Source: an optimization exercise on an open RTL-to-GDS flow (aim: small area). Production flows keep margins and buffers that such runs may drop. The RTL was checked by simulation tests, not by an equivalence proof against the original design. No activity file was given, so power comes from the tool's default toggle rates.

### design/flow/design.v
module fsm_main (
    input  wire clk,
    input  wire reset,
    input  wire cmd_iniciar,
    input  wire sensor_nivel,
    input  wire alarme_rolha,
    input  wire aprovado,
    input  wire reprovado,
    output wire esteira,
    output wire valvula_ativa,
    output wire vedacao_ativa,
    output wire decrementar_rolha,
    output wire descarte_ativo,
    output wire garrafa_aprovada,
    output wire posicao_cq
);
    localparam IDLE        = 3'd0;
    localparam ESTEIRA0    = 3'd1;
    localparam ESTEIRA     = 3'd2;
    localparam ENCHENDO    = 3'd3;
    localparam VEDANDO     = 3'd4;
    localparam POSICAO_CQ  = 3'd5;
    localparam DESCARTANDO = 3'd6;
    localparam APROVADO    = 3'd7;
    reg [2:0] estado;
    reg [9:0] r;
    wire fim = (r == 10'b1001000111);
    wire temporizado = (estado == ESTEIRA0) | (estado == ESTEIRA) |
                       (estado == VEDANDO) | (estado == DESCARTANDO) |
                       (estado == APROVADO);
    always @(posedge clk or posedge reset) begin
        if (reset) begin
            estado <= IDLE;
            r      <= 10'd0;
        end else begin
            if (temporizado & ~fim)
                r <= {~r[8:0], r[9] ^ r[6]};
            else
                r <= 10'd0;
            case (estado)
                IDLE:        if (cmd_iniciar) estado <= ESTEIRA0;
                ESTEIRA0:    estado <= ESTEIRA;
                ESTEIRA:     if (fim) estado <= ENCHENDO;
                ENCHENDO:    if (alarme_rolha) estado <= IDLE;
                             else if (sensor_nivel) estado <= VEDANDO;
                VEDANDO:     if (fim) estado <= POSICAO_CQ;
                POSICAO_CQ:  if (reprovado & ~aprovado) estado <= DESCARTANDO;
                             else if (aprovado & ~reprovado) estado <= APROVADO;
                DESCARTANDO: if (fim) estado <= ESTEIRA0;
                APROVADO:    if (fim) estado <= ESTEIRA0;
            endcase
        end
    end
    assign esteira           = (estado == ESTEIRA);
    assign valvula_ativa     = (estado == ENCHENDO);
    assign vedacao_ativa     = (estado == VEDANDO);
    assign decrementar_rolha = (estado == VEDANDO);
    assign posicao_cq        = (estado == POSICAO_CQ);
    assign descarte_ativo    = (estado == DESCARTANDO);
    assign garrafa_aprovada  = (estado == APROVADO);
endmodule
module contador_rolhas (
    input  wire clk,
    input  wire reset,
    input  wire decrementar,
    input  wire sw_adicionar_manual,    
    output reg  dispensador_ativo,
    output reg  alarme_rolha_vazia,
    output reg  [4:0] dezena,
    output reg  [4:0] unidade
);
    reg       decrementar_prev;
    reg [9:0] r;
    reg       gasto;
    wire pulso_decrementar = decrementar & ~decrementar_prev;
    wire u0  = ~unidade[4] & ~unidade[0];
    wire u1  = ~unidade[1] &  unidade[0];
    wire u5  =  unidade[4] &  unidade[0];
    wire u9  =  unidade[4] & ~unidade[3];
    wire d0  = ~dezena[4]  & ~dezena[0];
    wire d9  =  dezena[4]  & ~dezena[3];
    wire c0  = d0 & u0;
    wire c1  = d0 & u1;
    wire c5  = d0 & u5;
    wire c99 = d9 & u9;
    wire fim   = (r == 10'b1001000111);
    wire repor = gasto & r[4];
    wire [4:0] dez_inc  = {dezena[3:0], ~dezena[4]};
    wire [4:0] dez_inc2 = {dezena[2:0], ~dezena[4], ~dezena[3]};
    always @(posedge clk or posedge reset) begin
        if (reset) begin
            decrementar_prev   <= 1'b0;
            r                  <= 10'd0;
            dispensador_ativo  <= 1'b0;
            gasto              <= 1'b0;
            alarme_rolha_vazia <= 1'b0;
            dezena             <= 5'b00011;      
            unidade            <= 5'b00000;
        end else begin
            decrementar_prev <= decrementar;
            if (dispensador_ativo)
                r <= {~r[8:0], r[9] ^ r[6]};
            else
                r <= 10'd0;
            if (dispensador_ativo & fim) begin
                dispensador_ativo <= 1'b0;
                gasto             <= 1'b1;
            end else if (c5 & ~gasto) begin
                dispensador_ativo <= 1'b1;
            end
            if (repor) begin
                unidade <= ~unidade;
                dezena  <= unidade[4] ? dez_inc2 : dez_inc;
            end else if (sw_adicionar_manual & ~c99) begin
                unidade <= {unidade[3:0], ~unidade[4]};
                if (u9) dezena <= dez_inc;
            end else if (pulso_decrementar & ~c0) begin
                unidade <= {~unidade[0], unidade[4:1]};
                if (u0) dezena <= {~dezena[0], dezena[4:1]};
            end
            alarme_rolha_vazia <= c0 | (c1 & pulso_decrementar);
        end
    end
endmodule
module contador_duzias_v2 (
    input  wire clk,
    input  wire reset,
    input  wire incrementar,
    output reg  [4:0] unidade,
    output reg        dezena
);
    reg [3:0] doze;                      
    reg       incrementar_prev;
    wire pulso_subida = incrementar & ~incrementar_prev;
    wire doze_fim     = doze[3] & doze[1] & doze[0];         
    wire unid9        = unidade[4] & ~unidade[3];
    always @(posedge clk or posedge reset) begin
        if (reset) begin
            unidade          <= 5'd0;
            dezena           <= 1'b0;
            doze             <= 4'd0;
            incrementar_prev <= 1'b0;
        end else begin
            incrementar_prev <= incrementar;
            if (pulso_subida) begin
                if (doze_fim) begin
                    doze <= 4'd0;
                    if (dezena) begin
                        dezena <= 1'b0;
                    end else if (unid9) begin
                        dezena  <= 1'b1;
                        unidade <= 5'd0;
                    end else begin
                        unidade <= {unidade[3:0], ~unidade[4]};
                    end
                end else begin
                    doze <= doze + 4'd1;
                end
            end
        end
    end
endmodule
module debounce (
    input  wire clk,
    input  wire reset,
    input  wire button_in,
    output reg  pulse_out
);
    reg       button_sync_0;
    reg       button_sync_1;
    reg       button_stable;
    reg       button_stable_prev;
    reg [4:0] r;
    wire differ = button_sync_1 ^ button_stable;
    wire fim    = r[2] & r[1] & r[0];
    always @(posedge clk or posedge reset) begin
        if (reset) begin
            button_sync_0      <= 1'b1;
            button_sync_1      <= 1'b1;
            button_stable      <= 1'b1;
            button_stable_prev <= 1'b1;
            r                  <= 5'b00000;
            pulse_out          <= 1'b0;
        end else begin
            button_sync_0      <= button_in;
            button_sync_1      <= button_sync_0;
            button_stable_prev <= button_stable;
            pulse_out          <= button_stable_prev & ~button_stable;
            if (differ & fim)
                button_stable <= button_sync_1;
            if (differ & ~fim)
                r <= {~r[3:0], r[4] ^ r[1]};
            else
                r <= 5'b00000;
        end
    end
endmodule
module decodificador_display (
    input  wire [4:0] j,
    output wire [6:0] hex
);
    wire d0 = ~j[4] & ~j[0];
    wire d1 = ~j[1] &  j[0];
    wire d2 = ~j[2] &  j[1];
    wire d3 = ~j[3] &  j[2];
    wire d4 = ~j[4] &  j[3];
    wire d5 =  j[4] &  j[0];
    wire d6 =  j[4] & ~j[0] & j[1];
    wire d7 = ~j[1] &  j[2];
    wire d8 = ~j[2] &  j[3];
    wire d9 = ~j[3] &  j[4];
    assign hex[0] = d1 | d4;
    assign hex[1] = j[4] & j[1];                        
    assign hex[2] = d2;
    assign hex[3] = d1 | d4 | d7;
    assign hex[4] = d1 | d3 | d4 | d5 | d7 | d9;
    assign hex[5] = (j[0] & ~j[3]) | d7;                
    assign hex[6] = ~j[1] & (~j[4] | j[2]);             
endmodule
module projeto_vinho_top (
    input  wire       CLOCK_50,
    input  wire       KEY0,        
    input  wire       KEY1,        
    input  wire [7:0] SW,
    output wire [9:0] LEDR,
    output wire [6:0] HEX0,
    output wire [6:0] HEX1,
    output wire [6:0] HEX2,
    output wire [6:0] HEX3
);
    wire clk   = CLOCK_50;
    wire reset = ~KEY1;
    wire sensor_nivel, aprovado_cq, reprovado_cq, sw_adicionar_rolha, pulso_start;
    debounce debounce_sensor   (.clk(clk), .reset(reset), .button_in(SW[1]), .pulse_out(sensor_nivel));
    debounce debounce_apro_cq  (.clk(clk), .reset(reset), .button_in(SW[2]), .pulse_out(aprovado_cq));
    debounce debounce_repro_cq (.clk(clk), .reset(reset), .button_in(SW[3]), .pulse_out(reprovado_cq));
    debounce debounce_add_rolha(.clk(clk), .reset(reset), .button_in(SW[7]), .pulse_out(sw_adicionar_rolha));
    debounce debounce_start    (.clk(clk), .reset(reset), .button_in(KEY0),  .pulse_out(pulso_start));
    wire alarme_rolha_vazia, dispensador_ativo;
    wire motor_ativo, valvula_ativa, vedacao_ativa, decrementar_rolha;
    wire descarte_ativo, garrafa_aprovada, posicao_cq;
    fsm_main fsm_main_inst (
        .clk(clk),
        .reset(reset),
        .cmd_iniciar(~KEY0),
        .sensor_nivel(sensor_nivel),
        .alarme_rolha(alarme_rolha_vazia),
        .aprovado(aprovado_cq),
        .reprovado(reprovado_cq),
        .esteira(motor_ativo),
        .valvula_ativa(valvula_ativa),
        .vedacao_ativa(vedacao_ativa),
        .decrementar_rolha(decrementar_rolha),
        .descarte_ativo(descarte_ativo),
        .garrafa_aprovada(garrafa_aprovada),
        .posicao_cq(posicao_cq)
    );
    wire [4:0] rolhas_dezena, rolhas_unidade;
    contador_rolhas contador_rolhas_inst (
        .clk(clk),
        .reset(reset),
        .decrementar(decrementar_rolha),
        .sw_adicionar_manual(sw_adicionar_rolha),
        .dispensador_ativo(dispensador_ativo),
        .alarme_rolha_vazia(alarme_rolha_vazia),
        .dezena(rolhas_dezena),
        .unidade(rolhas_unidade)
    );
    wire reset_duzias = reset | pulso_start;
    wire [4:0] duzias_unidade;
    wire       duzias_dezena;
    contador_duzias_v2 contador_duzias_inst (
        .clk(clk),
        .reset(reset_duzias),
        .incrementar(garrafa_aprovada),
        .unidade(duzias_unidade),
        .dezena(duzias_dezena)
    );
    assign LEDR = {motor_ativo, valvula_ativa, vedacao_ativa, descarte_ativo,
                   dispensador_ativo, posicao_cq, 3'b000, alarme_rolha_vazia};
    decodificador_display dec_rolhas_u (.j(rolhas_unidade), .hex(HEX0));
    decodificador_display dec_rolhas_d (.j(rolhas_dezena),  .hex(HEX1));
    decodificador_display dec_duzias_u (.j(duzias_unidade), .hex(HEX2));
    assign HEX3 = duzias_dezena ? 7'b1111001 : 7'b1000000;
endmodule
### design/flow/flow/run.sh
#!/bin/bash
# The standard layout, with two changes made right after global placement
# (flow/downsize.tcl): port buffers are sky130_fd_sc_hd__buf_1, and logic
# cells start at their smallest drive strength.
export BUFFER_PORTS_ARGS="-buffer_cell sky130_fd_sc_hd__buf_1"
export POST_GLOBAL_PLACE_TCL="$PWD/flow/downsize.tcl"
bash standard.sh > standard.log 2>&1
### design/flow/flow/downsize.tcl
set dmap [dict create \
  sky130_fd_sc_hd__a2111o_2 sky130_fd_sc_hd__a2111o_1 \
  sky130_fd_sc_hd__a2111o_4 sky130_fd_sc_hd__a2111o_1 \
  sky130_fd_sc_hd__a2111oi_1 sky130_fd_sc_hd__a2111oi_0 \
  sky130_fd_sc_hd__a2111oi_2 sky130_fd_sc_hd__a2111oi_0 \
  sky130_fd_sc_hd__a2111oi_4 sky130_fd_sc_hd__a2111oi_0 \
  sky130_fd_sc_hd__a211o_2 sky130_fd_sc_hd__a211o_1 \
  sky130_fd_sc_hd__a211o_4 sky130_fd_sc_hd__a211o_1 \
  sky130_fd_sc_hd__a211oi_2 sky130_fd_sc_hd__a211oi_1 \
  sky130_fd_sc_hd__a211oi_4 sky130_fd_sc_hd__a211oi_1 \
  sky130_fd_sc_hd__a21bo_4 sky130_fd_sc_hd__a21bo_1 \
  sky130_fd_sc_hd__a21boi_2 sky130_fd_sc_hd__a21boi_0 \
  sky130_fd_sc_hd__a21boi_4 sky130_fd_sc_hd__a21boi_0 \
  sky130_fd_sc_hd__a21o_2 sky130_fd_sc_hd__a21o_1 \
  sky130_fd_sc_hd__a21o_4 sky130_fd_sc_hd__a21o_1 \
  sky130_fd_sc_hd__a21oi_2 sky130_fd_sc_hd__a21oi_1 \
  sky130_fd_sc_hd__a21oi_4 sky130_fd_sc_hd__a21oi_1 \
  sky130_fd_sc_hd__a221o_2 sky130_fd_sc_hd__a221o_1 \
  sky130_fd_sc_hd__a221o_4 sky130_fd_sc_hd__a221o_1 \
  sky130_fd_sc_hd__a221oi_2 sky130_fd_sc_hd__a221oi_1 \
  sky130_fd_sc_hd__a221oi_4 sky130_fd_sc_hd__a221oi_1 \
  sky130_fd_sc_hd__a22o_2 sky130_fd_sc_hd__a22o_1 \
  sky130_fd_sc_hd__a22o_4 sky130_fd_sc_hd__a22o_1 \
  sky130_fd_sc_hd__a22oi_2 sky130_fd_sc_hd__a22oi_1 \
  sky130_fd_sc_hd__a22oi_4 sky130_fd_sc_hd__a22oi_1 \
  sky130_fd_sc_hd__a2bb2o_2 sky130_fd_sc_hd__a2bb2o_1 \
  sky130_fd_sc_hd__a2bb2o_4 sky130_fd_sc_hd__a2bb2o_1 \
  sky130_fd_sc_hd__a2bb2oi_2 sky130_fd_sc_hd__a2bb2oi_1 \
  sky130_fd_sc_hd__a2bb2oi_4 sky130_fd_sc_hd__a2bb2oi_1 \
  sky130_fd_sc_hd__a311o_2 sky130_fd_sc_hd__a311o_1 \
  sky130_fd_sc_hd__a311o_4 sky130_fd_sc_hd__a311o_1 \
  sky130_fd_sc_hd__a311oi_2 sky130_fd_sc_hd__a311oi_1 \
  sky130_fd_sc_hd__a311oi_4 sky130_fd_sc_hd__a311oi_1 \
  sky130_fd_sc_hd__a31o_4 sky130_fd_sc_hd__a31o_1 \
  sky130_fd_sc_hd__a31oi_2 sky130_fd_sc_hd__a31oi_1 \
  sky130_fd_sc_hd__a31oi_4 sky130_fd_sc_hd__a31oi_1 \
  sky130_fd_sc_hd__a32o_2 sky130_fd_sc_hd__a32o_1 \
  sky130_fd_sc_hd__a32o_4 sky130_fd_sc_hd__a32o_1 \
  sky130_fd_sc_hd__a32oi_2 sky130_fd_sc_hd__a32oi_1 \
  sky130_fd_sc_hd__a32oi_4 sky130_fd_sc_hd__a32oi_1 \
  sky130_fd_sc_hd__a41o_2 sky130_fd_sc_hd__a41o_1 \
  sky130_fd_sc_hd__a41o_4 sky130_fd_sc_hd__a41o_1 \
  sky130_fd_sc_hd__a41oi_2 sky130_fd_sc_hd__a41oi_1 \
  sky130_fd_sc_hd__a41oi_4 sky130_fd_sc_hd__a41oi_1 \
  sky130_fd_sc_hd__and2_2 sky130_fd_sc_hd__and2_0 \
  sky130_fd_sc_hd__and2_4 sky130_fd_sc_hd__and2_0 \
  sky130_fd_sc_hd__and2b_2 sky130_fd_sc_hd__and2b_1 \
  sky130_fd_sc_hd__and2b_4 sky130_fd_sc_hd__and2b_1 \
  sky130_fd_sc_hd__and3_2 sky130_fd_sc_hd__and3_1 \
  sky130_fd_sc_hd__and3_4 sky130_fd_sc_hd__and3_1 \
  sky130_fd_sc_hd__and3b_2 sky130_fd_sc_hd__and3b_1 \
  sky130_fd_sc_hd__and3b_4 sky130_fd_sc_hd__and3b_1 \
  sky130_fd_sc_hd__and4_2 sky130_fd_sc_hd__and4_1 \
  sky130_fd_sc_hd__and4_4 sky130_fd_sc_hd__and4_1 \
  sky130_fd_sc_hd__and4b_2 sky130_fd_sc_hd__and4b_1 \
  sky130_fd_sc_hd__and4b_4 sky130_fd_sc_hd__and4b_1 \
  sky130_fd_sc_hd__and4bb_4 sky130_fd_sc_hd__and4bb_1 \
  sky130_fd_sc_hd__buf_2 sky130_fd_sc_hd__buf_1 \
  sky130_fd_sc_hd__buf_4 sky130_fd_sc_hd__buf_1 \
  sky130_fd_sc_hd__buf_6 sky130_fd_sc_hd__buf_1 \
  sky130_fd_sc_hd__buf_8 sky130_fd_sc_hd__buf_1 \
  sky130_fd_sc_hd__buf_12 sky130_fd_sc_hd__buf_1 \
  sky130_fd_sc_hd__buf_16 sky130_fd_sc_hd__buf_1 \
  sky130_fd_sc_hd__bufbuf_16 sky130_fd_sc_hd__bufbuf_8 \
  sky130_fd_sc_hd__bufinv_16 sky130_fd_sc_hd__bufinv_8 \
  sky130_fd_sc_hd__fa_2 sky130_fd_sc_hd__fa_1 \
  sky130_fd_sc_hd__fa_4 sky130_fd_sc_hd__fa_1 \
  sky130_fd_sc_hd__ha_2 sky130_fd_sc_hd__ha_1 \
  sky130_fd_sc_hd__ha_4 sky130_fd_sc_hd__ha_1 \
  sky130_fd_sc_hd__inv_4 sky130_fd_sc_hd__inv_1 \
  sky130_fd_sc_hd__inv_6 sky130_fd_sc_hd__inv_1 \
  sky130_fd_sc_hd__inv_8 sky130_fd_sc_hd__inv_1 \
  sky130_fd_sc_hd__inv_12 sky130_fd_sc_hd__inv_1 \
  sky130_fd_sc_hd__inv_16 sky130_fd_sc_hd__inv_1 \
  sky130_fd_sc_hd__maj3_2 sky130_fd_sc_hd__maj3_1 \
  sky130_fd_sc_hd__maj3_4 sky130_fd_sc_hd__maj3_1 \
  sky130_fd_sc_hd__mux2_4 sky130_fd_sc_hd__mux2_1 \
  sky130_fd_sc_hd__mux2_8 sky130_fd_sc_hd__mux2_1 \
  sky130_fd_sc_hd__mux2i_2 sky130_fd_sc_hd__mux2i_1 \
  sky130_fd_sc_hd__mux2i_4 sky130_fd_sc_hd__mux2i_1 \
  sky130_fd_sc_hd__mux4_4 sky130_fd_sc_hd__mux4_2 \
  sky130_fd_sc_hd__mux4_1 sky130_fd_sc_hd__mux4_2 \
  sky130_fd_sc_hd__nand2_2 sky130_fd_sc_hd__nand2_1 \
  sky130_fd_sc_hd__nand2_4 sky130_fd_sc_hd__nand2_1 \
  sky130_fd_sc_hd__nand2_8 sky130_fd_sc_hd__nand2_1 \
  sky130_fd_sc_hd__nand2b_2 sky130_fd_sc_hd__nand2b_1 \
  sky130_fd_sc_hd__nand2b_4 sky130_fd_sc_hd__nand2b_1 \
  sky130_fd_sc_hd__nand3_2 sky130_fd_sc_hd__nand3_1 \
  sky130_fd_sc_hd__nand3_4 sky130_fd_sc_hd__nand3_1 \
  sky130_fd_sc_hd__nand3b_2 sky130_fd_sc_hd__nand3b_1 \
  sky130_fd_sc_hd__nand3b_4 sky130_fd_sc_hd__nand3b_1 \
  sky130_fd_sc_hd__nand4_2 sky130_fd_sc_hd__nand4_1 \
  sky130_fd_sc_hd__nand4_4 sky130_fd_sc_hd__nand4_1 \
  sky130_fd_sc_hd__nand4b_2 sky130_fd_sc_hd__nand4b_1 \
  sky130_fd_sc_hd__nand4b_4 sky130_fd_sc_hd__nand4b_1 \
  sky130_fd_sc_hd__nand4bb_2 sky130_fd_sc_hd__nand4bb_1 \
  sky130_fd_sc_hd__nand4bb_4 sky130_fd_sc_hd__nand4bb_1 \
  sky130_fd_sc_hd__nor2_2 sky130_fd_sc_hd__nor2_1 \
  sky130_fd_sc_hd__nor2_4 sky130_fd_sc_hd__nor2_1 \
  sky130_fd_sc_hd__nor2_8 sky130_fd_sc_hd__nor2_1 \
  sky130_fd_sc_hd__nor2b_2 sky130_fd_sc_hd__nor2b_1 \
  sky130_fd_sc_hd__nor2b_4 sky130_fd_sc_hd__nor2b_1 \
  sky130_fd_sc_hd__nor3_2 sky130_fd_sc_hd__nor3_1 \
  sky130_fd_sc_hd__nor3_4 sky130_fd_sc_hd__nor3_1 \
  sky130_fd_sc_hd__nor3b_2 sky130_fd_sc_hd__nor3b_1 \
  sky130_fd_sc_hd__nor3b_4 sky130_fd_sc_hd__nor3b_1 \
  sky130_fd_sc_hd__nor4_2 sky130_fd_sc_hd__nor4_1 \
  sky130_fd_sc_hd__nor4_4 sky130_fd_sc_hd__nor4_1 \
  sky130_fd_sc_hd__nor4b_2 sky130_fd_sc_hd__nor4b_1 \
  sky130_fd_sc_hd__nor4b_4 sky130_fd_sc_hd__nor4b_1 \
  sky130_fd_sc_hd__nor4bb_2 sky130_fd_sc_hd__nor4bb_1 \
  sky130_fd_sc_hd__nor4bb_4 sky130_fd_sc_hd__nor4bb_1 \
  sky130_fd_sc_hd__o2111a_2 sky130_fd_sc_hd__o2111a_1 \
  sky130_fd_sc_hd__o2111a_4 sky130_fd_sc_hd__o2111a_1 \
  sky130_fd_sc_hd__o2111ai_2 sky130_fd_sc_hd__o2111ai_1 \
  sky130_fd_sc_hd__o2111ai_4 sky130_fd_sc_hd__o2111ai_1 \
  sky130_fd_sc_hd__o211a_4 sky130_fd_sc_hd__o211a_1 \
  sky130_fd_sc_hd__o211ai_2 sky130_fd_sc_hd__o211ai_1 \
  sky130_fd_sc_hd__o211ai_4 sky130_fd_sc_hd__o211ai_1 \
  sky130_fd_sc_hd__o21a_2 sky130_fd_sc_hd__o21a_1 \
  sky130_fd_sc_hd__o21a_4 sky130_fd_sc_hd__o21a_1 \
  sky130_fd_sc_hd__o21ai_2 sky130_fd_sc_hd__o21ai_0 \
  sky130_fd_sc_hd__o21ai_4 sky130_fd_sc_hd__o21ai_0 \
  sky130_fd_sc_hd__o21ba_4 sky130_fd_sc_hd__o21ba_1 \
  sky130_fd_sc_hd__o21bai_2 sky130_fd_sc_hd__o21bai_1 \
  sky130_fd_sc_hd__o21bai_4 sky130_fd_sc_hd__o21bai_1 \
  sky130_fd_sc_hd__o221a_4 sky130_fd_sc_hd__o221a_1 \
  sky130_fd_sc_hd__o221ai_2 sky130_fd_sc_hd__o221ai_1 \
  sky130_fd_sc_hd__o221ai_4 sky130_fd_sc_hd__o221ai_1 \
  sky130_fd_sc_hd__o22a_2 sky130_fd_sc_hd__o22a_1 \
  sky130_fd_sc_hd__o22a_4 sky130_fd_sc_hd__o22a_1 \
  sky130_fd_sc_hd__o22ai_2 sky130_fd_sc_hd__o22ai_1 \
  sky130_fd_sc_hd__o22ai_4 sky130_fd_sc_hd__o22ai_1 \
  sky130_fd_sc_hd__o2bb2a_2 sky130_fd_sc_hd__o2bb2a_1 \
  sky130_fd_sc_hd__o2bb2a_4 sky130_fd_sc_hd__o2bb2a_1 \
  sky130_fd_sc_hd__o2bb2ai_2 sky130_fd_sc_hd__o2bb2ai_1 \
  sky130_fd_sc_hd__o2bb2ai_4 sky130_fd_sc_hd__o2bb2ai_1 \
  sky130_fd_sc_hd__o311a_2 sky130_fd_sc_hd__o311a_1 \
  sky130_fd_sc_hd__o311a_4 sky130_fd_sc_hd__o311a_1 \
  sky130_fd_sc_hd__o311ai_2 sky130_fd_sc_hd__o311ai_0 \
  sky130_fd_sc_hd__o311ai_4 sky130_fd_sc_hd__o311ai_0 \
  sky130_fd_sc_hd__o31a_2 sky130_fd_sc_hd__o31a_1 \
  sky130_fd_sc_hd__o31a_4 sky130_fd_sc_hd__o31a_1 \
  sky130_fd_sc_hd__o31ai_2 sky130_fd_sc_hd__o31ai_1 \
  sky130_fd_sc_hd__o31ai_4 sky130_fd_sc_hd__o31ai_1 \
  sky130_fd_sc_hd__o32a_2 sky130_fd_sc_hd__o32a_1 \
  sky130_fd_sc_hd__o32a_4 sky130_fd_sc_hd__o32a_1 \
  sky130_fd_sc_hd__o32ai_2 sky130_fd_sc_hd__o32ai_1 \
  sky130_fd_sc_hd__o32ai_4 sky130_fd_sc_hd__o32ai_1 \
  sky130_fd_sc_hd__o41a_2 sky130_fd_sc_hd__o41a_1 \
  sky130_fd_sc_hd__o41a_4 sky130_fd_sc_hd__o41a_1 \
  sky130_fd_sc_hd__o41ai_2 sky130_fd_sc_hd__o41ai_1 \
  sky130_fd_sc_hd__o41ai_4 sky130_fd_sc_hd__o41ai_1 \
  sky130_fd_sc_hd__or2_4 sky130_fd_sc_hd__or2_0 \
  sky130_fd_sc_hd__or2b_2 sky130_fd_sc_hd__or2b_1 \
  sky130_fd_sc_hd__or2b_4 sky130_fd_sc_hd__or2b_1 \
  sky130_fd_sc_hd__or3_2 sky130_fd_sc_hd__or3_1 \
  sky130_fd_sc_hd__or3_4 sky130_fd_sc_hd__or3_1 \
  sky130_fd_sc_hd__or3b_4 sky130_fd_sc_hd__or3b_1 \
  sky130_fd_sc_hd__or4_2 sky130_fd_sc_hd__or4_1 \
  sky130_fd_sc_hd__or4_4 sky130_fd_sc_hd__or4_1 \
  sky130_fd_sc_hd__or4b_4 sky130_fd_sc_hd__or4b_1 \
  sky130_fd_sc_hd__or4bb_2 sky130_fd_sc_hd__or4bb_1 \
  sky130_fd_sc_hd__or4bb_4 sky130_fd_sc_hd__or4bb_1 \
  sky130_fd_sc_hd__sdlclkp_2 sky130_fd_sc_hd__sdlclkp_1 \
  sky130_fd_sc_hd__sdlclkp_4 sky130_fd_sc_hd__sdlclkp_1 \
  sky130_fd_sc_hd__xnor2_2 sky130_fd_sc_hd__xnor2_1 \
  sky130_fd_sc_hd__xnor2_4 sky130_fd_sc_hd__xnor2_1 \
  sky130_fd_sc_hd__xnor3_2 sky130_fd_sc_hd__xnor3_1 \
  sky130_fd_sc_hd__xnor3_4 sky130_fd_sc_hd__xnor3_1 \
  sky130_fd_sc_hd__xor2_2 sky130_fd_sc_hd__xor2_1 \
  sky130_fd_sc_hd__xor2_4 sky130_fd_sc_hd__xor2_1 \
  sky130_fd_sc_hd__xor3_2 sky130_fd_sc_hd__xor3_1 \
  sky130_fd_sc_hd__xor3_4 sky130_fd_sc_hd__xor3_1 \
]
# Downsize every logic cell to the smallest cell of the same function, and
# make the port buffers the smallest buffer; repair_design and repair_timing
# later in the flow upsize whatever timing, slew or load then calls for.
set n 0
foreach inst [get_cells *] {
  set ref [get_property $inst ref_name]
  set name [get_full_name $inst]
  if {[dict exists $dmap $ref]} {
    replace_cell $name [dict get $dmap $ref]
    incr n
  } elseif {$ref eq "sky130_fd_sc_hd__clkdlybuf4s50_1" && [regexp {^(input|output)[0-9]+$} $name]} {
    replace_cell $name sky130_fd_sc_hd__buf_1
    incr n
  }
}
puts "downsize: replaced $n cells"
### design/flow/standard.sh
#!/bin/bash
# synth_recipe.tcl (not shown) runs the flow's synth.tcl, then flattens the netlist and writes it again
# the make line also repeats each setting of config.mk as NAME=value (left out here)
make -C /OpenROAD-flow-scripts/flow DESIGN_CONFIG=/design/flow/config.mk WORK_HOME=/design/flow/orfs CLKGATE_MAP_FILE= SYNTH_SCRIPT=/design/flow/synth_recipe.tcl "${@:-finish}"
### design/flow/config.mk
export PLATFORM = sky130hd
export DESIGN_NAME = projeto_vinho_top
export DESIGN_NICKNAME = projeto_vinho_top
export VERILOG_FILES = /design/flow/design.v
export SDC_FILE = /design/flow/constraint.sdc
export NUM_CORES = 4
export LEC_CHECK = 0
export CAP_MARGIN = 20
export CORE_MARGIN = 2
export CORE_UTILIZATION = 40
export CTS_BUF_LIST = sky130_fd_sc_hd__clkbuf_8
export PLACE_DENSITY = 0.6
export SLEW_MARGIN = 20
### design/flow/constraint.sdc
create_clock -name core_clock -period 10.0 [get_ports {CLOCK_50}]
set_input_delay 2.0000 -clock core_clock [delete_from_list [all_inputs] [get_ports {CLOCK_50}]]
set_output_delay 2.0000 -clock core_clock [all_outputs]
set_load 0.01 [all_outputs]
==> results.cfg, run 1 <==
[status]
status = no timing/DRC/antenna violations

[clock_tree]
clkSinkCount = 98
cts_resized = 0
worst_skew_pair.late_latency_ps = 360
cts_hold_buffers = 0
cts_root_buffer = sky130_fd_sc_hd__clkbuf_8
worst_setup_hold_path_clk_slew_ps = 90
clock_buffer_count_from_cts = 9
cts_tree = done
clock_tree.htree_level_count = 3
cts_setup_buffers = 0
cts.path.max_buffers = 2

[global_routing]
track_usage_pct = 13.16
wire_length_of_the_first_global_routing_pass_mm = 12.22
global_route.overflow_total = 0
vias_in_the_first_global_route = 2609
grt_start_max_net_pins = 34
antenna_found_initial = 0

[route]
detail_route.first_pass.iterations = 4
vias = 2827
wl_per_cell_um = 12.61
drtAntennaViolNets = 0
drtIter0Drc = 119
vias_per_cell = 4.995
totalWireLength_mm = 7.135
drcViolationCount = 0

[die]
die_w_um = 108.5
top_level_ports = 49
die_area_mm2 = 0.01178
row_count = 38
initial_utilization_pct = 40.66
die_h_um = 108.5
core_area_mm2 = 0.01075

[cells_and_area]
final_instance_count_excl_fillers = 566
area.growth.synth_to_final_pct = 6.386
layout_top_registers = contador_rolhas_inst.r: 10 flops, fsm_main_inst.r: 10 flops
number_of_antenna_diodes = 0
drive_above_1_share_pct = 11.74
number_of_filler_cells_placed_in_the_layout = 1018
finalNetCount = 437

[setup_path]
path_max_fanout = 16
critical_path_start = fsm_main_inst.estado[1]$_DFFE_PN0P_
worstSetupPathType = reg -> out
required_ps = 8000
cp-end-kind = output pin
critical_path_arrival_ps = 1940
critical_path.reg2reg.startpoint = contador_rolhas_inst.unidade[4]$_DFFE_PN0P_
r2r_end = contador_rolhas_inst.dezena[0]$_DFFE_PN1P_
reg2reg_depth = 5
critical_path.startpoint_type = flop
reg2reg_setup_slack_ps = 7280
crit_path_end = LEDR[9]

[sta]
worst_clock_skew_ps = 13.71
setup_violations = 0
timing.slew.headroom_pct = 29.88
unrepaired_setup_endpoints_after_global_routing = false
report.final.slew_viol_count = 0
hold_viol = 0
time_the_final_worst_path_needs_with_i_o_delays_and_setup_ps = 3945
totalNegativeSetupSlack_ps = 0
post-route-period-util_pct = 39.45
max_clock_freq_mhz = 253.5
worst_slew_pin_slew_ps = 1041

[power]
worst_ir_drop_vdd_mv = 0.08015
cellPowerDensity_mw_per_mm2 = 256.4
power.static_leakage_uw = 0.001989

[synthesis]
yosys-top-cells-count = sky130_fd_sc_hd__dfrtp_1 (76), sky130_fd_sc_hd__nor2_1 (46), sky130_fd_sc_hd__dfstp_2 (22)
synth_largest_type_area_fraction_pct = 43.53
distinct_cell_type_count_of_the_synthesized_netlist = 65
syn-cell-area_mm2 = 0.004369
synth_edf_count = 0
synthArstFlopShare_pct = 100.0
synth.most_common_cell = sky130_fd_sc_hd__dfrtp_1
yosys-top-cells-area = sky130_fd_sc_hd__dfrtp_1 (44%), sky130_fd_sc_hd__dfstp_2 (13%), sky130_fd_sc_hd__nor2_1 (4.0%), sky130_fd_sc_hd__buf_4 (3.4%), sky130_fd_sc_hd__nor2b_1 (2.1%)
ys_ff_latch = 98
post_synth_inst_count = 397
synthDominantAreaCellType = sky130_fd_sc_hd__dfrtp_1
ys_seq_area_share_pct = 56.76
yosys_warns = 4
synth_top_flop_cell = sky130_fd_sc_hd__dfrtp_1
synth_area_per_inst_um2 = 11.01

[place]
final_hpwl_from_detailed_placement_mm = 4.869
placed_cells = 550
port_buffers = 38

[job]
maxCapViolations = 0

[min_path]
holdCritPathClass = reg -> reg
hp-start = debounce_start.button_sync_0$_DFF_PN1_
layout by cell type (no fill, tap or decap), types with 7 or more instances in the layout:
master and n:
sky130_fd_sc_hd__buf_1 37, sky130_fd_sc_hd__mux2_2 7, sky130_fd_sc_hd__nor2_1 47, sky130_fd_sc_hd__nand2_1 21
sky130_fd_sc_hd__nand3_1 11, sky130_fd_sc_hd__dfrtp_1 76, sky130_fd_sc_hd__xnor2_1 7, sky130_fd_sc_hd__a31oi_1 8
sky130_fd_sc_hd__clkbuf_8 10, sky130_fd_sc_hd__nor3_1 9, sky130_fd_sc_hd__inv_1 24, sky130_fd_sc_hd__dfstp_2 22
sky130_fd_sc_hd__a21oi_1 12, sky130_fd_sc_hd__nand2b_1 9, sky130_fd_sc_hd__nor2b_1 15, sky130_fd_sc_hd__o21ai_0 18
per-stage QoR:
step / total power [uW] / worst slack, ps / util [%] / instance area, um2 / hold slack (ps)
floorplan: 878.6 / 6663 / - / 4384 / 345.2
global placement: 952.0 / 6372 / 41.97 / 4509 / 346.2
detailed placement: 955.7 / 6415 / 41.50 / 4459 / 347.3
CTS: 1208 / 6007 / 43.26 / 4648 / 359.2
global route: 1283 / 5915 / 43.26 / 4648 / 362.8
finish: 1192 / 6055 / 43.26 / 4648 / 357.5
layer usage:
| metal | wire length (um) | GRT usage [%] |
|---|---|---|
| met1 | 3482 | 17.89 |
| met2 | 3249 | 20.54 |
| met3 | 276 | 2.893 |
| met4 | 127 | 5.220 |
| met5 | 0 | 0 |
logic make-up (layout without fill, tap and decap cells):
family,after synthesis,in the layout,synth area share (%)
xor+xnor,10,10,2.005
mux,14,14,3.522
compound gates,77,77,12.60
buf+inv,54,79,6.644
simple gates,137,137,16.87
other cells,2,6,0.1719
fa+ha+maj,5,5,1.432
flops,98,98,56.76
final cells by class:
cell class / instances / area [um2] / share of cell area [%]
Timing Repair Buffer: 40 / 171.4 / 3.688
Multi-Input combinational cell: 249 / 1546 / 33.27
Clock buffer: 10 / 137.6 / 2.961
Sequential cell: 98 / 2480 / 53.35
Inverter: 23 / 86.33 / 1.857
Clock inverter: 6 / 51.30 / 1.104
Tap cell: 140 / 175.2 / 3.769
report_power, final:
group          switching [uW]  leakage (uW)  internal, uW
clock                     126      0.000110           119
combinational             173      0.000710           139
sequential                103       0.00117           531
total                     402       0.00199           790
critical path: stages, from the launching register on:
cell and delay [ps]:
sky130_fd_sc_hd__dfrtp_1 650, sky130_fd_sc_hd__clkinv_1 340, sky130_fd_sc_hd__nor3_1 400, sky130_fd_sc_hd__buf_1 200
worst min path at each step:
stage / end / slack (ps) / cells past startpoint
2_1_floorplan: debounce_add_rolha.button_sync_1$_DFF_PN1_ / 350 / 0
4_1_cts: debounce_start.button_sync_1$_DFF_PN1_ / 360 / 0
5_1_grt: debounce_start.button_sync_1$_DFF_PN1_ / 360 / 0
3_3_place_gp: debounce_repro_cq.button_sync_1$_DFF_PN1_ / 350 / 0
3_5_place_dp: debounce_apro_cq.button_sync_1$_DFF_PN1_ / 350 / 0
6_report: debounce_start.button_sync_1$_DFF_PN1_ / 360 / 0
==> run 2, diff against run 1 <==
--- a/design/flow/flow/run.sh
+++ b/design/flow/flow/run.sh
@@ -4,4 +4,5 @@
 # cells start at their smallest drive strength.
 export BUFFER_PORTS_ARGS="-buffer_cell sky130_fd_sc_hd__buf_1"
 export POST_GLOBAL_PLACE_TCL="$PWD/flow/downsize.tcl"
+export CTS_ARGS="-sink_clustering_enable -repair_clock_nets -buf_list sky130_fd_sc_hd__clkbuf_8 -dont_use_dummy_load"
 bash standard.sh > standard.log 2>&1
==> results.cfg, run 2 <==
[die]
core_area_mm2 = 0.01075
initial_utilization_pct = 40.66
row_count = 38
top_level_ports = 49
die_h_um = 108.5
die_area_mm2 = 0.01178
die_w_um = 108.5

[power]
power.static_leakage_uw = 0.001944
worst_ir_drop_vdd_mv = 0.07933
power.total_uw = 1144
cellPowerDensity_mw_per_mm2 = 249.7

[route]
drcViolationCount = 0
drtAntennaViolNets = 0
wl_per_cell_um = 12.73
vias = 2826
drtIter0Drc = 101
totalWireLength_mm = 7.114
detail_route.first_pass.iterations = 4
vias_per_cell = 5.055

[setup_path]
path_max_fanout = 16
critical_path_arrival_ps = 1930
worstSetupPathType = reg -> out
cp-end-kind = output pin
reg2reg_setup_slack_ps = 7280
critical_path.startpoint_type = flop
required_ps = 8000

[clock_tree]
cts_setup_buffers = 0
clkSinkCount = 98
cts_resized = 0
clock_buffer_count_from_cts = 9
cts_hold_buffers = 0
worst_setup_hold_path_clk_slew_ps = 80
cts_root_buffer = sky130_fd_sc_hd__clkbuf_8
worst_skew_pair.late_latency_ps = 350
cts.path.max_buffers = 2
clock_tree.htree_level_count = 3
cts_tree = done

[place]
final_hpwl_from_detailed_placement_mm = 4.869
port_buffers = 38

[synthesis]
synthDominantAreaCellType = sky130_fd_sc_hd__dfrtp_1
synth_largest_type_area_fraction_pct = 43.53
ys_seq_area_share_pct = 56.76
synth_top_flop_cell = sky130_fd_sc_hd__dfrtp_1
ys_ff_latch = 98
syn-cell-area_mm2 = 0.004369
yosys-top-cells-area = sky130_fd_sc_hd__dfrtp_1 (44%), sky130_fd_sc_hd__dfstp_2 (13%), sky130_fd_sc_hd__nor2_1 (4.0%), sky130_fd_sc_hd__buf_4 (3.4%), sky130_fd_sc_hd__nor2b_1 (2.1%)
yosys-top-cells-count = sky130_fd_sc_hd__dfrtp_1 (76), sky130_fd_sc_hd__nor2_1 (46), sky130_fd_sc_hd__dfstp_2 (22)
yosys_warns = 4
synth.most_common_cell = sky130_fd_sc_hd__dfrtp_1
synth_edf_count = 0
distinct_cell_type_count_of_the_synthesized_netlist = 65
post_synth_inst_count = 397
synthArstFlopShare_pct = 100.0
synth_area_per_inst_um2 = 11.01

[sta]
max_clock_freq_mhz = 254.4
time_the_final_worst_path_needs_with_i_o_delays_and_setup_ps = 3931
unrepaired_setup_endpoints_after_global_routing = false
setup_violations = 0
totalNegativeSetupSlack_ps = 0
post-route-period-util_pct = 39.31
worst_clock_skew_ps = 16.78
report.final.slew_viol_count = 0
timing.slew.headroom_pct = 29.34
worst_slew_pin_slew_ps = 1049
hold_viol = 0

[cells_and_area]
layout_top_registers = contador_rolhas_inst.r: 10 flops, fsm_main_inst.r: 10 flops
number_of_filler_cells_placed_in_the_layout = 1023
drive_above_1_share_pct = 10.98
number_of_antenna_diodes = 0
area.growth.synth_to_final_pct = 4.897
finalNetCount = 437
layout_commonest_cell = sky130_fd_sc_hd__dfrtp_1
most-common-layout-cells = sky130_fd_sc_hd__dfrtp_1 (76), sky130_fd_sc_hd__nor2_1 (47), sky130_fd_sc_hd__buf_1 (37)

[global_routing]
vias_in_the_first_global_route = 2610
global_route.overflow_total = 0
track_usage_pct = 13.13
wire_length_of_the_first_global_routing_pass_mm = 12.18
antenna_found_initial = 0
grt_start_max_net_pins = 34

[status]
status = no timing/DRC/antenna violations

[job]
maxCapViolations = 0

[min_path]
holdCritPathClass = reg -> reg
run 2: changes by cell type in the layout (fill, tap and decap cells not counted):
cell                        previous run  this run
sky130_fd_sc_hd__inv_1                24        21
sky130_fd_sc_hd__clkinv_2              2         0
sky130_fd_sc_hd__bufinv_16             1         0
sky130_fd_sc_hd__clkbuf_8             10         9
run 2: logic make-up (layout without fill, tap and decap cells):
logic type	after synthesis	after routing	share of synthesized area, %
fa+ha+maj	5	5	1.432
simple gates	137	137	16.87
flops	98	98	56.76
compound gates	77	77	12.60
other cells	2	6	0.1719
mux	14	14	3.522
xor+xnor	10	10	2.005
buf+inv	54	72	6.644
run 2: path summary, 6_finish.rpt:
path,startpoint,end,depth (start not counted)
min in group asynchronous,debounce_start.pulse_out$_DFF_PN0_,contador_duzias_inst.doze[3]$_DFFE_PP0P_,1
max,fsm_main_inst.estado[1]$_DFFE_PN0P_,LEDR[9],3
max in group asynchronous,KEY1,debounce_add_rolha.button_stable_prev$_DFF_PN1_,3
min reg2reg,debounce_start.button_sync_0$_DFF_PN1_,debounce_start.button_sync_1$_DFF_PN1_,0
min,debounce_start.button_sync_0$_DFF_PN1_,debounce_start.button_sync_1$_DFF_PN1_,0
max reg2reg,contador_rolhas_inst.unidade[4]$_DFFE_PN0P_,contador_rolhas_inst.dezena[0]$_DFFE_PN1P_,5
run 2: report_power, final:
group	internal [uW]	total, uW	switching, uW
combinational	139	312	173
clock	80.9	196	115
sequential	532	636	104
total	752	1140	392
run 2: through the flow:
stage	util [%]	instances	hold WS, ps	instance area [um2]	setup WS, ps
5_1_grt	42.65	559	361.0	4583	5924
2_1_floorplan	-	401	345.2	4384	6663
3_5_place_dp	41.50	550	347.3	4459	6415
3_3_place_gp	41.97	549	346.2	4509	6372
6_report	42.65	559	356.0	4583	6069
4_1_cts	42.65	559	357.5	4583	6018
run 2: layout make-up:
type	count	area [um2]	share of cell area, %
Timing Repair Buffer	40	171.4	3.740
Inverter	23	86.33	1.884
Multi-Input combinational cell	249	1546	33.74
Tap cell	140	175.2	3.822
Sequential cell	98	2480	54.11
Clock buffer	9	123.9	2.703
run 2: worst max-delay path, stage by stage, from the launching register on:
cell                       delay (ps)
sky130_fd_sc_hd__dfrtp_1          640
sky130_fd_sc_hd__clkinv_1         340
sky130_fd_sc_hd__nor3_1           400
sky130_fd_sc_hd__buf_1            200
run 2: per-layer routing:
layer / GRT usage, % / share of wire (%)
met1: 18.02 / 50
met2: 20.27 / 45
met3: 2.893 / 3.5
met4: 5.220 / 1.6
met5: 0 / 0
==> run 3, diff against run 2 <==
==> design/flow/flow/run.sh (replaced) <==
#!/bin/bash
# The standard layout, with two changes made right after global placement
# (flow/downsize.tcl): port buffers are sky130_fd_sc_hd__buf_1, and logic
# cells start at their smallest drive strength.
export BUFFER_PORTS_ARGS="-buffer_cell sky130_fd_sc_hd__buf_1"
export POST_GLOBAL_PLACE_TCL="$PWD/flow/downsize.tcl"
export CTS_ARGS="-sink_clustering_enable -repair_clock_nets -buf_list sky130_fd_sc_hd__clkbuf_8 -dont_use_dummy_load -sink_clustering_size 30 -sink_clustering_max_diameter 100"
bash standard.sh > standard.log 2>&1
==> results.cfg, run 3 <==
[synthesis]
synth_fa_ha_area_share_pct = 1.432
syn-cell-area_mm2 = 0.004369
synth.most_common_cell = sky130_fd_sc_hd__dfrtp_1
synth_edf_count = 0
synth_top_flop_cell = sky130_fd_sc_hd__dfrtp_1
synthArstFlopShare_pct = 100.0
synth_largest_type_area_fraction_pct = 43.53
synth_simple_gate_area_share_pct = 16.87
yosys-mux-area-fraction_pct = 3.522
synth_top_family_by_area = simple AND/OR/NAND/NOR gates
yosys_warns = 4
distinct_cell_type_count_of_the_synthesized_netlist = 65
xor_xnor_share_of_the_synthesized_area_pct = 2.005
ys_seq_area_share_pct = 56.76
synth_area_per_inst_um2 = 11.01
yosys-top-cells-area = sky130_fd_sc_hd__dfrtp_1 (44%), sky130_fd_sc_hd__dfstp_2 (13%), sky130_fd_sc_hd__nor2_1 (4.0%), sky130_fd_sc_hd__buf_4 (3.4%), sky130_fd_sc_hd__nor2b_1 (2.1%)
synthDominantAreaCellType = sky130_fd_sc_hd__dfrtp_1
synth-compound-area-share_pct = 12.60
post_synth_inst_count = 397
yosys-top-cells-count = sky130_fd_sc_hd__dfrtp_1 (76), sky130_fd_sc_hd__nor2_1 (46), sky130_fd_sc_hd__dfstp_2 (22)
ys_ff_latch = 98

[cells_and_area]
drive_above_1_share_pct = 10.98
final_instance_count_excl_fillers = 559
layout_top_registers = contador_rolhas_inst.r: 10 flops, fsm_main_inst.r: 10 flops
area.growth.synth_to_final_pct = 4.897
layout_commonest_cell = sky130_fd_sc_hd__dfrtp_1
number_of_antenna_diodes = 0
core_util_final_pct = 42.65
finalNetCount = 437
finish.instance_area_mm2 = 0.004583
most-common-layout-cells = sky130_fd_sc_hd__dfrtp_1 (76), sky130_fd_sc_hd__nor2_1 (47), sky130_fd_sc_hd__buf_1 (37)

[global_routing]
antenna_found_initial = 0
use_met2_pct = 20.27
grtUsageMet1_pct = 18.02
grt_start_max_net_pins = 34
grt-busiest-layer = met2
global_route.overflow_total = 0
wire_length_of_the_first_global_routing_pass_mm = 12.18
track_usage_pct = 13.13
grt_util_met3_pct = 2.893
vias_in_the_first_global_route = 2610

[setup_path]
timing.critical_path.cells = clkinv_1 > nor3_1 > buf_1
cpPeakStageDelay_ps = 640
required_ps = 8000
worstSetupPathType = reg -> out
path_max_fanout = 16
critical_path.reg2reg.startpoint = contador_rolhas_inst.unidade[4]$_DFFE_PN0P_
cpMaxStageDelayCell = sky130_fd_sc_hd__dfrtp_1
critical_path_start = fsm_main_inst.estado[1]$_DFFE_PN0P_
critical_path_arrival_ps = 1930
critical_path.startpoint_type = flop
cp-end-kind = output pin

[clock_tree]
clock_buffer_count_from_cts = 9
cts_resized = 0
clock_tree.htree_level_count = 3
cts_hold_buffers = 0
worst_skew_pair.late_latency_ps = 350
cts_tree = done
cts_setup_buffers = 0
cts_root_buffer = sky130_fd_sc_hd__clkbuf_8
cts.path.max_buffers = 2
worst_setup_hold_path_clk_slew_ps = 80
clkSinkCount = 98

[die]
die_h_um = 108.5
die_w_um = 108.5
row_count = 38
die_area_mm2 = 0.01178
top_level_ports = 49
initial_utilization_pct = 40.66
core_area_mm2 = 0.01075

[power]
worst_ir_drop_vdd_mv = 0.07933
power.static_leakage_uw = 0.001944
cellPowerDensity_mw_per_mm2 = 249.7

[place]
dpl_worst_slack_ps = 6415
final_hpwl_from_detailed_placement_mm = 4.869
placed_cells = 550
placed_cell_area_mm2 = 0.004459
port_buffers = 38

[min_path]
holdCritPathClass = reg -> reg
hp-start = debounce_start.button_sync_0$_DFF_PN1_

[sta]
setup_violations = 0
timing.slew.headroom_pct = 29.34
hold_viol = 0
worst_clock_skew_ps = 16.78
time_the_final_worst_path_needs_with_i_o_delays_and_setup_ps = 3931
post-route-worst-setup-slack_ps = 6069
worst_slew_pin_slew_ps = 1049
report.final.slew_viol_count = 0
max_clock_freq_mhz = 254.4
post-route-period-util_pct = 39.31
totalNegativeSetupSlack_ps = 0
unrepaired_setup_endpoints_after_global_routing = false

[route]
totalWireLength_mm = 7.114
detail_route.first_pass.iterations = 4
drcViolationCount = 0
vias = 2826
wl_per_cell_um = 12.73
vias_per_cell = 5.055
drtIter0Drc = 101
drtAntennaViolNets = 0

[job]
maxCapViolations = 0

[status]
status = no timing/DRC/antenna violations
## run 3: cell counts in the layout (fill, tap and decap cells not counted)
Identical to the previous run, type by type.
## run 3: kinds of logic after synthesis
logic type / after synthesis
other: 2
buffers and inverters: 54
xor gates and xnor gates: 10
DFF: 98
adders and majority gates: 5
AOI/OAI and AO/OA: 77
and+or+nand+nor: 137
muxes: 14
## run 3: worst paths after layout
| check | end | slack, ps | cells after the start |
|---|---|---|---|
| hold / removal | debounce_start.button_sync_1$_DFF_PN1_ | 360 | 0 |
| min in group asynchronous | contador_duzias_inst.doze[3]$_DFFE_PP0P_ | 500 | 1 |
| hold reg to reg | debounce_start.button_sync_1$_DFF_PN1_ | 360 | 0 |
| setup reg to reg | contador_rolhas_inst.dezena[0]$_DFFE_PN1P_ | 7280 | 5 |
| max in group asynchronous | debounce_add_rolha.button_stable_prev$_DFF_PN1_ | 7180 | 3 |
| setup / recovery | LEDR[9] | 6070 | 3 |
## run 3: where the power goes
part | internal [uW] | switching, uW | leakage [uW]
Combinational | 139 | 173 | 0.000710
Sequential | 532 | 104 | 0.00117
Clock | 80.9 | 115 | 0.0000647
## run 3: cell type report
type / count / area (um2)
inverters: 23 / 86.33
well taps: 140 / 175.2
clock buffers: 9 / 123.9
fillers: 1023 / 6162
flip-flops and latches: 98 / 2480
repair buffers: 40 / 171.4
multi-input cells: 249 / 1546
## run 3: layer usage
layer,wire (um),vias to the layer above
met1,3524,1376
li1,-,1393
met4,115,0
met3,250,11
met5,0,-
met2,3223,46
## run 3: worst max-delay path: cells and delay by family, from the launching register on
kind | cells | cell delay, ps
buf+inv | 2 | 540
flops | 1 | 640
simple gates | 1 | 400
## run 3: per-stage QoR
step                      total power (uW)  hold WS, ps
after floorplan                      878.6        345.2
after global placement               952.0        346.2
after detailed placement             955.7        347.3
after CTS                             1158        357.5
after global routing                  1234        361.0
final                                 1144        356.0
==> run 4, diff against run 3 <==
--- a/design/flow/design.v
+++ b/design/flow/design.v
@@ -168,26 +168,26 @@
 );
     reg       button_sync_0;
     reg       button_sync_1;
-    reg       button_stable;
-    reg       button_stable_prev;
+    reg       button_stable_n;         
+    reg       button_stable_prev_n;    
     reg [4:0] r;
-    wire differ = button_sync_1 ^ button_stable;
+    wire differ = ~(button_sync_1 ^ button_stable_n);
     wire fim    = r[2] & r[1] & r[0];
     always @(posedge clk or posedge reset) begin
         if (reset) begin
             button_sync_0      <= 1'b1;
             button_sync_1      <= 1'b1;
-            button_stable      <= 1'b1;
-            button_stable_prev <= 1'b1;
+            button_stable_n      <= 1'b0;
+            button_stable_prev_n <= 1'b0;
             r                  <= 5'b00000;
             pulse_out          <= 1'b0;
         end else begin
             button_sync_0      <= button_in;
             button_sync_1      <= button_sync_0;
-            button_stable_prev <= button_stable;
-            pulse_out          <= button_stable_prev & ~button_stable;
+            button_stable_prev_n <= button_stable_n;
+            pulse_out            <= ~button_stable_prev_n & button_stable_n;
             if (differ & fim)
-                button_stable <= button_sync_1;
+                button_stable_n <= ~button_sync_1;
             if (differ & ~fim)
                 r <= {~r[3:0], r[4] ^ r[1]};
             else
==> design/flow/flow/run.sh (replaced) <==
#!/bin/bash
# The standard layout (standard.sh, which runs ORFS from the standard
# synthesis to the routed layout), with three changes:
#  - the port buffers that global placement inserts are sky130_fd_sc_hd__buf_1;
#  - right after global placement (flow/downsize.tcl) every logic cell starts
#    at the smallest drive strength of its function; the resizer's
#    repair_design and repair_timing later in the flow upsize whatever slew,
#    load or timing then calls for;
#  - clock tree synthesis uses clkbuf_8 buffers and inserts no dummy loads.
# Each tool's full output goes to standard.log here.
export BUFFER_PORTS_ARGS="-buffer_cell sky130_fd_sc_hd__buf_1"
export POST_GLOBAL_PLACE_TCL="$PWD/flow/downsize.tcl"
export CTS_ARGS="-sink_clustering_enable -repair_clock_nets -buf_list sky130_fd_sc_hd__clkbuf_8 -dont_use_dummy_load"
bash standard.sh > standard.log 2>&1
--- a/design/flow/config.mk
+++ b/design/flow/config.mk
@@ -5,9 +5,9 @@
 export SDC_FILE = /design/flow/constraint.sdc
 export NUM_CORES = 4
 export LEC_CHECK = 0
-export CAP_MARGIN = 20
+export CAP_MARGIN = 0
 export CORE_MARGIN = 2
 export CORE_UTILIZATION = 40
 export CTS_BUF_LIST = sky130_fd_sc_hd__clkbuf_8
 export PLACE_DENSITY = 0.6
-export SLEW_MARGIN = 20
+export SLEW_MARGIN = 0
==> results.cfg, run 4 <==
[status]
status = no timing/DRC/antenna violations

[clock_tree]
clock_buffer_count_from_cts = 9
worst_setup_hold_path_clk_slew_ps = 80
cts_setup_buffers = 0
cts_hold_buffers = 0
cts_tree = done
cts_root_buffer = sky130_fd_sc_hd__clkbuf_8
worst_skew_pair.late_latency_ps = 350
cts.path.max_buffers = 2
clkSinkCount = 98
clock_tree.htree_level_count = 3
cts_resized = 0

[synthesis]
yosys-top-cells-count = sky130_fd_sc_hd__dfrtp_1 (86), sky130_fd_sc_hd__nor2_1 (49), sky130_fd_sc_hd__nand2_1 (25)
ys_ff_latch = 98
synthDominantAreaCellType = sky130_fd_sc_hd__dfrtp_1
synth.most_common_cell = sky130_fd_sc_hd__dfrtp_1
synthArstFlopShare_pct = 100.0
yosys-top-cells-area = sky130_fd_sc_hd__dfrtp_1 (50%), sky130_fd_sc_hd__dfstp_2 (7.3%), sky130_fd_sc_hd__nor2_1 (4.3%), sky130_fd_sc_hd__buf_4 (3.5%), sky130_fd_sc_hd__o21ai_0 (2.5%)
synth_fa_ha_area_share_pct = 1.447
ys_seq_area_share_pct = 57.08
synth_simple_gate_area_share_pct = 17.34
yosys-mux-area-fraction_pct = 2.402
post_synth_inst_count = 401
synth_largest_type_area_fraction_pct = 49.78
yosys_warns = 4
xor_xnor_share_of_the_synthesized_area_pct = 2.026
synth_top_family_by_area = simple AND/OR/NAND/NOR gates
synth_edf_count = 0
syn-cell-area_mm2 = 0.004323
synth-compound-area-share_pct = 12.88
synth_area_per_inst_um2 = 10.78
distinct_cell_type_count_of_the_synthesized_netlist = 61
synth_top_flop_cell = sky130_fd_sc_hd__dfrtp_1

[route]
wl_per_cell_um = 12.77
vias = 2851
drtAntennaViolNets = 0
drtIter0Drc = 110
drcViolationCount = 0
vias_per_cell = 5.091
totalWireLength_mm = 7.149
detail_route.first_pass.iterations = 4

[cells_and_area]
area.growth.synth_to_final_pct = 5.268
most-common-layout-cells = sky130_fd_sc_hd__dfrtp_1 (86), sky130_fd_sc_hd__nor2_1 (49), sky130_fd_sc_hd__buf_1 (37)
number_of_antenna_diodes = 0
layout_commonest_cell = sky130_fd_sc_hd__dfrtp_1
layout_top_registers = contador_rolhas_inst.r: 10 flops, fsm_main_inst.r: 10 flops
number_of_filler_cells_placed_in_the_layout = 1002
finalNetCount = 442
drive_above_1_share_pct = 7.075

[sta]
report.final.slew_viol_count = 0
unrepaired_setup_endpoints_after_global_routing = false
time_the_final_worst_path_needs_with_i_o_delays_and_setup_ps = 3816
timing.slew.headroom_pct = 39.92
setup_violations = 0
worst_slew_pin_slew_ps = 893.2
worst_clock_skew_ps = 31.63
max_clock_freq_mhz = 262.1
post-route-period-util_pct = 38.16
whs_ps = 358.3
hold_viol = 0
totalNegativeSetupSlack_ps = 0

[die]
initial_utilization_pct = 41.50
die_area_mm2 = 0.01165
die_h_um = 108.0
core_area_mm2 = 0.01042
die_w_um = 108.0
row_count = 37
top_level_ports = 49

[global_routing]
grt_start_max_net_pins = 37
vias_in_the_first_global_route = 2700
antenna_found_initial = 0
global_route.overflow_total = 0
wire_length_of_the_first_global_routing_pass_mm = 12.39
track_usage_pct = 13.31

[place]
port_buffers = 38
final_hpwl_from_detailed_placement_mm = 5.099

[min_path]
holdCritPathClass = reg -> reg

[power]
cellPowerDensity_mw_per_mm2 = 246.2
worst_ir_drop_vdd_mv = 0.08569
power.static_leakage_uw = 0.001973

[setup_path]
worstSetupPathType = reg -> out
required_ps = 8000
path_max_fanout = 16
critical_path.startpoint_type = flop
critical_path_arrival_ps = 1820
cp-end-kind = output pin

[job]
maxCapViolations = 0
[run 4: cell count changes after synthesis, sizes merged, moves of 5 or more]
cell   delta
mux2      -5
dfrtp    +10
o21ai     +5
dfstp    -10
xor2      +5
xnor2     -5
[run 4: path summary, 6_finish.rpt]
kind                                                     startpoint                                         endpoint  slack, ps  cells after the start
max                             fsm_main_inst.estado[1]$_DFFE_PN0P_                                          LEDR[9]       6180                      3
min                        debounce_apro_cq.button_sync_0$_DFF_PN1_         debounce_apro_cq.button_sync_1$_DFF_PN1_        360                      0
max reg2reg                     fsm_main_inst.estado[2]$_DFFE_PN0P_      contador_rolhas_inst.unidade[3]$_DFFE_PN0P_       7320                      5
min reg2reg                debounce_apro_cq.button_sync_0$_DFF_PN1_         debounce_apro_cq.button_sync_1$_DFF_PN1_        360                      0
max in group asynchronous                                      KEY1  contador_duzias_inst.incrementar_prev$_DFF_PP0_       7170                      2
min in group asynchronous        debounce_start.pulse_out$_DFF_PN0_      contador_duzias_inst.unidade[2]$_DFFE_PP0P_        500                      1
[run 4: per-layer routing]
metal  vias up  GRT usage, %  part of all wire, %
li1       1403             -                    -
met1      1373         18.27                   48
met2        64         20.31                   45
met3        11         4.039                  5.3
met4         0         4.304                  1.4
met5         -             0                    0
[run 4: critical path, cell delays in order, from the launching register on]
cell and delay [ps]:
sky130_fd_sc_hd__dfrtp_1 630, sky130_fd_sc_hd__clkinv_1 340, sky130_fd_sc_hd__nor3_1 300, sky130_fd_sc_hd__buf_1 220
[run 4: layout make-up]
| type | count | area (um2) | area share, % |
|---|---|---|---|
| flip-flops and latches | 98 | 2467 | 54.22 |
| well taps | 136 | 170.2 | 3.739 |
| clock buffers | 9 | 123.9 | 2.722 |
| inverters | 23 | 86.33 | 1.897 |
| multi-input cells | 254 | 1531 | 33.65 |
| repair buffers | 40 | 171.4 | 3.767 |
[run 4: cells by family after synthesis]
| group | after synthesis |
|---|---|
| other cells | 2 |
| simple gates | 144 |
| xor+xnor | 10 |
| flops | 98 |
| buf+inv | 53 |
| fa+ha+maj | 5 |
| compound gates | 79 |
| mux | 10 |
[run 4: report_power, final]
| part | total (uW) | internal (uW) | switching [uW] |
|---|---|---|---|
| clock network | 193 | 80.9 | 112 |
| registers | 620 | 517 | 102 |
| logic | 308 | 133 | 176 |
[run 4: metrics by stage]
stage / instance area, um2 / total power [uW] / utilization, % / std cells / setup WS, ps
after floorplan: 4338 / 855.5 / - / 405 / 6808
after global placement: 4461 / 928.0 / 42.82 / 550 / 6462
after detailed placement: 4427 / 939.6 / 42.50 / 551 / 6512
after CTS: 4551 / 1137 / 43.69 / 560 / 6146
after global routing: 4551 / 1218 / 43.69 / 560 / 5936
final: 4551 / 1120 / 43.69 / 560 / 6184
==> run 5, diff against run 4 <==
--- a/design/flow/flow/run.sh
+++ b/design/flow/flow/run.sh
@@ -11,4 +11,5 @@
 export BUFFER_PORTS_ARGS="-buffer_cell sky130_fd_sc_hd__buf_1"
 export POST_GLOBAL_PLACE_TCL="$PWD/flow/downsize.tcl"
 export CTS_ARGS="-sink_clustering_enable -repair_clock_nets -buf_list sky130_fd_sc_hd__clkbuf_8 -dont_use_dummy_load"
+export SKIP_REPAIR_TIE_FANOUT=1
 bash standard.sh > standard.log 2>&1
--- a/design/flow/config.mk
+++ b/design/flow/config.mk
@@ -5,9 +5,9 @@
 export SDC_FILE = /design/flow/constraint.sdc
 export NUM_CORES = 4
 export LEC_CHECK = 0
-export CAP_MARGIN = 0
+export CAP_MARGIN = 20
 export CORE_MARGIN = 2
 export CORE_UTILIZATION = 40
 export CTS_BUF_LIST = sky130_fd_sc_hd__clkbuf_8
 export PLACE_DENSITY = 0.6
-export SLEW_MARGIN = 0
+export SLEW_MARGIN = 20
==> results.cfg, run 5 <==
[status]
status = no timing/DRC/antenna violations

[synthesis]
syn-cell-area_mm2 = 0.004323
post_synth_inst_count = 401
synth_top_flop_cell = sky130_fd_sc_hd__dfrtp_1
synth_largest_type_area_fraction_pct = 49.78
yosys_warns = 4
yosys-top-cells-count = sky130_fd_sc_hd__dfrtp_1 (86), sky130_fd_sc_hd__nor2_1 (49), sky130_fd_sc_hd__nand2_1 (25)
synth_edf_count = 0
yosys-top-cells-area = sky130_fd_sc_hd__dfrtp_1 (50%), sky130_fd_sc_hd__dfstp_2 (7.3%), sky130_fd_sc_hd__nor2_1 (4.3%), sky130_fd_sc_hd__buf_4 (3.5%), sky130_fd_sc_hd__o21ai_0 (2.5%)
ys_seq_area_share_pct = 57.08
synth.most_common_cell = sky130_fd_sc_hd__dfrtp_1
synthArstFlopShare_pct = 100.0
synth_area_per_inst_um2 = 10.78
ys_ff_latch = 98
distinct_cell_type_count_of_the_synthesized_netlist = 61
synthDominantAreaCellType = sky130_fd_sc_hd__dfrtp_1

[sta]
whs_ps = 359.6
max_clock_freq_mhz = 259.4
setup_violations = 0
report.final.slew_viol_count = 0
hold_viol = 0
worst_slew_pin_slew_ps = 969.7
worst_clock_skew_ps = 26.91
time_the_final_worst_path_needs_with_i_o_delays_and_setup_ps = 3855
totalNegativeSetupSlack_ps = 0
unrepaired_setup_endpoints_after_global_routing = false
post-route-period-util_pct = 38.55
timing.slew.headroom_pct = 35.22

[cells_and_area]
finalNetCount = 439
drive_above_1_share_pct = 7.363
most-common-layout-cells = sky130_fd_sc_hd__dfrtp_1 (86), sky130_fd_sc_hd__nor2_1 (49), sky130_fd_sc_hd__buf_1 (37)
finish.instance_area_mm2 = 0.004571
seq_area_mm2 = 0.002467
layout_top_registers = contador_rolhas_inst.r: 10 flops, fsm_main_inst.r: 10 flops
layout_commonest_cell = sky130_fd_sc_hd__dfrtp_1
multi_input_comb_area_mm2 = 0.001516
area.growth.synth_to_final_pct = 5.731
number_of_antenna_diodes = 0
number_of_filler_cells_placed_in_the_layout = 982

[clock_tree]
clkSinkCount = 98
worst_setup_hold_path_clk_slew_ps = 80
cts_root_buffer = sky130_fd_sc_hd__clkbuf_8
worst_skew_pair.late_latency_ps = 350
cts_resized = 0
cts_setup_buffers = 0
cts.path.max_buffers = 2
cts_tree = done
cts_hold_buffers = 0
clock_buffer_count_from_cts = 9
clock_tree.htree_level_count = 3

[route]
detail_route.first_pass.iterations = 5
totalWireLength_mm = 7.138
drcViolationCount = 0
wl_per_cell_um = 12.82
vias = 2882
vias_per_cell = 5.174
drtAntennaViolNets = 0
drtIter0Drc = 163

[power]
intPower_uw = 732.3
combinationalPowerShare_pct = 27.6
cellPowerDensity_mw_per_mm2 = 245.7
power.static_leakage_uw = 0.001976
switching_share_pct = 34.79
netSwitchingPower_uw = 390.6
clock_power_share_pct = 17.4
share_seq_of_total_power_pct = 55.0
worst_ir_drop_vdd_mv = 0.09570

[min_path]
hold_depth = 0
holdCritPathClass = reg -> reg

[global_routing]
use_met2_pct = 20.26
global_route.overflow_total = 0
vias_in_the_first_global_route = 2729
grt_util_met3_pct = 2.471
antenna_found_initial = 0
grt_start_max_net_pins = 32
grt-busiest-layer = met2
wire_length_of_the_first_global_routing_pass_mm = 12.35
grtUsageMet1_pct = 18.15
track_usage_pct = 13.36

[die]
row_count = 37
initial_utilization_pct = 41.50
core_area_mm2 = 0.01042
die_w_um = 108.0
die_h_um = 108.0
die_area_mm2 = 0.01165
top_level_ports = 49

[setup_path]
cp-end-kind = output pin
required_ps = 8000
reg2reg_depth = 5
critical_path_arrival_ps = 1860
path_max_fanout = 16
worstSetupPathType = reg -> out
critical_path.startpoint_type = flop

[place]
final_hpwl_from_detailed_placement_mm = 5.060
port_buffers = 38
placed_cell_area_mm2 = 0.004447

[job]
maxCapViolations = 0
run 5: cell counts after synthesis:
No cell type changed its count.
run 5: worst paths after layout:
kind / start / end / slack, ps
setup / recovery: fsm_main_inst.estado[1]$_DFFE_PN0P_ / LEDR[9] / 6140
hold / removal: debounce_repro_cq.button_sync_0$_DFF_PN1_ / debounce_repro_cq.button_sync_1$_DFF_PN1_ / 360
setup reg to reg: fsm_main_inst.estado[2]$_DFFE_PN0P_ / contador_rolhas_inst.unidade[3]$_DFFE_PN0P_ / 7310
hold reg to reg: debounce_repro_cq.button_sync_0$_DFF_PN1_ / debounce_repro_cq.button_sync_1$_DFF_PN1_ / 360
max in group asynchronous: KEY1 / contador_duzias_inst.unidade[0]$_DFFE_PP0P_ / 7100
min in group asynchronous: debounce_start.pulse_out$_DFF_PN0_ / contador_duzias_inst.unidade[1]$_DFFE_PP0P_ / 510
run 5: layer usage:
layer / vias up / share of wire (%)
met5: - / 0
met4: 0 / 1.9
met3: 11 / 3.7
met2: 65 / 44
met1: 1397 / 50
li1: 1409 / -
run 5: cells by family (layout without fill, tap and decap cells):
family	Yosys count	after routing	share of synthesized area (%)
AND/OR/NAND/NOR	144	144	17.34
multiplexers	10	10	2.402
XOR/XNOR	10	10	2.026
AO/OA/AOI/OAI	79	79	12.88
other	2	2	0.1737
buffers and inverters	53	73	6.657
flip-flops	98	98	57.08
adder cells (fa/ha/maj)	5	5	1.447
run 5: metrics by stage:
step                total power, uW  instances  worst slack, ps  utilization [%]
finish                         1123        557             6145            43.88
global route                   1215        557             5969            43.88
CTS                            1140        557             6107            43.88
detailed placement            938.7        548             6514            42.69
global placement              929.9        546             6448            42.68
floorplan                     855.5        401             6808                -
run 5: layout make-up:
class	instances	area share, %
inverter	23	1.889
multi-input combinational	250	33.18
sequential	98	53.98
timing repair buffer	41	4.517
clock buffer	9	2.710
tap	136	3.723
run 5: power by group through the flow:
| stage | clock network (uW) | registers (uW) | logic [uW] |
|---|---|---|---|
| 4_1_cts | 207 | 619 | 314 |
| 2_1_floorplan | 0 | 586 | 270 |
| 6_report | 195 | 617 | 310 |
| 5_1_grt | 220 | 638 | 357 |
| 3_3_place_gp | 0 | 623 | 307 |
| 3_5_place_dp | 0 | 626 | 313 |
run 5: worst max-delay path, cell delays in order, from the launching register on:
cell and delay, ps:
sky130_fd_sc_hd__dfrtp_1 640, sky130_fd_sc_hd__clkinv_1 340, sky130_fd_sc_hd__nor3_1 320, sky130_fd_sc_hd__buf_1 200

[separate check: timing with driven ports]
The results above use ideal ports. As a check the final layouts listed here were re-extracted and re-timed, cells and wires unchanged. Step 1 (the two cells are an assumption about what drives the block):
set clk [get_ports {CLOCK_50}]
set_driving_cell -lib_cell sky130_fd_sc_hd__clkbuf_16 $clk
set_driving_cell -lib_cell sky130_fd_sc_hd__buf_2 [delete_from_list [all_inputs] $clk]
Step 2 moves the port delays by t, midway between the first and last clock arrival at a register: inputs arrive t later, outputs are due t later. That takes back most of the time a late clock gives input paths. a / b / c = no drivers / after step 1 / after step 2; a / b = the first two.
run	t, ns	slack for setup (ns)	slew at the worst register clock pin (ns)
run 1	0.379	6.055 / 6.025 / 6.404	0.09 / 0.09
run 2	0.371	6.069 / 6.039 / 6.410	0.09 / 0.09
run 3	0.371	6.069 / 6.039 / 6.410	0.09 / 0.09
run 4	0.368	6.184 / 6.153 / 6.521	0.09 / 0.09
run 5	0.373	6.145 / 6.112 / 6.485	0.10 / 0.10
After both steps setup and hold are still met in every run listed.
